Source: an optimization exercise on an open RTL-to-GDS flow (aim: small area). Production flows keep margins and buffers that such runs may drop. RTL that was checked went through simulation tests only; none was proved equivalent to the original. The flow treats the clock pin as an ideal source. Dropping or thinning the clock tree relies on that and would not hold on a real chip. Power and IR drop assume default switching activity.

== alpha ==
Design servo_driver, start of the top module:
module servo_driver(
clk,
rst,
pulse_request,
pwm_out,
rdy_in,
akn_in_out,
addr,
tap
);
==> module bit_scaler, before the edit <==
module bit_scaler(
d,
y
);
input      [7:0]d;
output    [16:0]y;
wire     [335:0]ta = {21'd662586, 21'd618413, 21'd574242, 21'd530069, 21'd485896, 21'd441723, 21'd397553, 21'd353379, 21'd309206, 21'd265033, 21'd220860, 21'd176689, 21'd132516, 21'd88343, 21'd44170, 21'd0};
wire     [335:0]tb = {21'd897414, 21'd894652, 21'd891892, 21'd889131, 21'd886371, 21'd883609, 21'd880847, 21'd878088, 21'd875326, 21'd872567, 21'd869805, 21'd867045, 21'd864284, 21'd861524, 21'd858762, 21'd856000};
wire      [20:0]a = ta[d[7:4]*21 +: 21];
wire      [20:0]b = tb[d[3:0]*21 +: 21];
wire      [21:0]c;
wire      [20:0]s;
assign c[0] = 1'b0;
genvar i;
generate for (i = 0; i < 21; i = i + 1) begin : rc
  assign s[i]   = a[i] ^ b[i] ^ c[i];
  assign c[i+1] = (a[i] & b[i]) | (c[i] & (a[i] ^ b[i]));
end endgenerate
assign y = s[20:4];
endmodule
==> module servo_driver, before the edit <==
module servo_driver(
clk,
rst,
pulse_request,
pwm_out,
rdy_in,
akn_in_out,
addr,
tap
);
input           clk;
input           rst;             
input      [7:0]pulse_request;
input           rdy_in;
input      [7:0]addr;
output          pwm_out;
output          akn_in_out;
output     [7:0]tap;
parameter LOCAL_ADDR = 8'H1;
reg             send_data;       
reg             send_akn;        
reg        [2:0]seq;             
reg        [7:0]data;            
wire            idle  = ~seq[2] & ~seq[0];
wire            save  = ~seq[1] &  seq[0];
wire            send2 =  seq[1] & ~seq[0];
wire            send3 =  seq[2] & ~seq[1];
wire            step  = idle ? send_data : (save ? send_akn : 1'b1);
assign akn_in_out = send_akn;
always @(posedge clk) begin
  if (rst) begin
    send_data <= 1'b0;
    send_akn  <= 1'b0;
    seq       <= 3'b000;
  end else begin
    if (send_data) begin
      if (save) begin
        send_data <= 1'b0;
        send_akn  <= 1'b1;
      end
    end else if (send_akn) begin
      if (~rdy_in) send_akn <= 1'b0;
    end else if (rdy_in && (addr == LOCAL_ADDR)) begin
      send_data <= 1'b1;
    end
    if (step) seq <= {seq[1:0], ~seq[2]};
  end
end
wire       [7:0]low_byte;
always @(posedge clk) begin
  if (idle)       data <= pulse_request;
  else if (send2) data <= low_byte;
end
pwm_signal PWM1(
  .clk(clk),
  .rst(rst),
  .position(data),
  .load(send2),
  .pwm_out(pwm_out),
  .low_byte(low_byte)
);
assign tap = send3 ? data : low_byte;
endmodule
Settings: LEC_CHECK=0, CAP_MARGIN=20, CORE_MARGIN=2, CORE_UTILIZATION=40, SLEW_MARGIN=20; clock period 25.0 ns.
standard.sh (not shown) runs the stock make flow with config.mk's settings and CLKGATE_MAP_FILE= SYNTH_SCRIPT=/design/flow/synth_recipe.tcl, a recipe that flattens the netlist after the stock synthesis.
==> flow/flow/run.sh <==
#!/bin/bash
# Layout flow: the standard synthesis, then the combinational logic of its
# netlist is mapped again for area (the registers are kept as they are), then
# the standard ORFS flow from floorplan to finish.
set -euo pipefail
WORK=$(pwd)
FLOW=$WORK/flow
R=$WORK/orfs/results/$FLOW_PLATFORM/servo_driver/base

bash standard.sh synth > $WORK/std_synth.log 2>&1

cp $R/1_2_yosys.v $WORK/std_netlist.v
bash $FLOW/resynth.sh $WORK/std_netlist.v $WORK/resynth.v > $WORK/resynth.log 2>&1

cp $WORK/resynth.v $R/1_2_yosys.v
touch $R/1_2_yosys.v $R/1_2_yosys.sdc
rm -f $R/1_synth.odb $R/1_synth.sdc

bash standard.sh \
  "BUFFER_PORTS_ARGS=-buffer_cell sky130_fd_sc_hd__buf_1" \
  "PRE_CTS_TCL=$FLOW/clock_leaves.tcl" \
  finish > $WORK/std_finish.log 2>&1
Other scripts of this flow, unchanged in this note and not shown: flow/flow/abc_p1_a.script, flow/flow/abc_p1_b.script, flow/flow/abc_p1_ds1.script, flow/flow/abc_p1_ds2.script, flow/flow/abc_p1_ds3.script, flow/flow/abc_p1_ds4.script, flow/flow/abc_p2_ds5.script, flow/flow/abc_p2_ds6.script, flow/flow/abc_p2_ds7.script, flow/flow/abc_p2_ds8.script, flow/flow/abc_p3_ds10.script, flow/flow/abc_p3_ds11.script, flow/flow/abc_p3_ds12.script, flow/flow/abc_p3_ds9.script, flow/flow/clock_leaves.tcl, flow/flow/resynth.sh
For beta, these inputs were changed with respect to alpha:
--- a/flow/design.v
+++ b/flow/design.v
@@ -1,25 +1,25 @@
 module bit_scaler(
 d,
 y
 );
 input      [7:0]d;
 output    [16:0]y;
-wire     [335:0]ta = {21'd662586, 21'd618413, 21'd574242, 21'd530069, 21'd485896, 21'd441723, 21'd397553, 21'd353379, 21'd309206, 21'd265033, 21'd220860, 21'd176689, 21'd132516, 21'd88343, 21'd44170, 21'd0};
-wire     [335:0]tb = {21'd897414, 21'd894652, 21'd891892, 21'd889131, 21'd886371, 21'd883609, 21'd880847, 21'd878088, 21'd875326, 21'd872567, 21'd869805, 21'd867045, 21'd864284, 21'd861524, 21'd858762, 21'd856000};
-wire      [20:0]a = ta[d[7:4]*21 +: 21];
-wire      [20:0]b = tb[d[3:0]*21 +: 21];
-wire      [21:0]c;
-wire      [20:0]s;
+wire     [351:0]ta = {22'd3037162, 22'd2948813, 22'd2860482, 22'd2772133, 22'd2683784, 22'd2595435, 22'd2507105, 22'd2418755, 22'd2330406, 22'd2242057, 22'd2153708, 22'd2065377, 22'd1977028, 22'd1888679, 22'd1800330, 22'd1712000};
+wire     [351:0]tb = {22'd82838, 22'd77308, 22'd71796, 22'd66267, 22'd60755, 22'd55225, 22'd49695, 22'd44184, 22'd38654, 22'd33143, 22'd27613, 22'd22101, 22'd16572, 22'd11060, 22'd5530, 22'd0};
+wire      [21:0]a = ta[d[7:4]*22 +: 22];
+wire      [21:0]b = tb[d[3:0]*22 +: 22];
+wire      [22:0]c;
+wire      [21:0]s;
 assign c[0] = 1'b0;
 genvar i;
-generate for (i = 0; i < 21; i = i + 1) begin : rc
+generate for (i = 0; i < 22; i = i + 1) begin : rc
   assign s[i]   = a[i] ^ b[i] ^ c[i];
   assign c[i+1] = (a[i] & b[i]) | (c[i] & (a[i] ^ b[i]));
 end endgenerate
-assign y = s[20:4];
+assign y = s[21:5];
 endmodule
 module pwm_signal(
 clk,
 rst,
 position,
 load,
@@ -73,13 +73,13 @@
 output          akn_in_out;
 output     [7:0]tap;
 parameter LOCAL_ADDR = 8'H1;
 reg             send_data;       
 reg             send_akn;        
 reg        [2:0]seq;             
-reg        [7:0]data;            
+reg        [7:0]data_n;          
 wire            idle  = ~seq[2] & ~seq[0];
 wire            save  = ~seq[1] &  seq[0];
 wire            send2 =  seq[1] & ~seq[0];
 wire            send3 =  seq[2] & ~seq[1];
 wire            step  = idle ? send_data : (save ? send_akn : 1'b1);
 assign akn_in_out = send_akn;
@@ -101,19 +101,19 @@
     end
     if (step) seq <= {seq[1:0], ~seq[2]};
   end
 end
 wire       [7:0]low_byte;
 always @(posedge clk) begin
-  if (idle)       data <= pulse_request;
-  else if (send2) data <= low_byte;
+  if (idle)       data_n <= ~pulse_request;
+  else if (send2) data_n <= ~low_byte;
 end
 pwm_signal PWM1(
   .clk(clk),
   .rst(rst),
-  .position(data),
+  .position(~data_n),
   .load(send2),
   .pwm_out(pwm_out),
   .low_byte(low_byte)
 );
-assign tap = send3 ? data : low_byte;
+assign tap = send3 ? ~data_n : low_byte;
 endmodule
Higher final area was reported by beta, not alpha. Sequential logic power in beta vs alpha: up about 0.5%. Run comparison: alpha source of the critical timing path PWM1.pos[6]; beta source of the critical timing path PWM1.pos[1]. Relative contribution of the clock network to total power: beta vs alpha up 1.9 points. beta -> alpha: total standard cell area after synthesis flat. Changes observed in beta relative to alpha: number of cell instances on the worst register-to-register path lower; cell internal power dissipation -0.0052 mW.
No functional check of the RTL was part of beta. No run of this note takes its clock network from TritonCTS; it comes from the design's own scripts or RTL.

[re-timing with driven ports]
The flow's constraints put no driver on any port. The routed layouts listed below were extracted and timed again, unchanged, in two steps. Step 1 assumes that a clkbuf_16 drives the clock port and a buf_2 every other input. Step 2 also shifts input and output timing later by t, the mid clock arrival at the registers, as if the neighbouring blocks saw the same clock. a / b / c = ideal / step 1 / step 2; a / b = the first two.
| run | t, ns | slack for setup (ns) | worst setup path at the end |
|---|---|---|---|
| alpha | 0.198 | 15.481 / 15.426 / 15.624 | register to output |
| beta | 0.200 | 15.429 / 15.370 / 15.569 | register to output |
After both steps setup and hold are still met in every run listed.
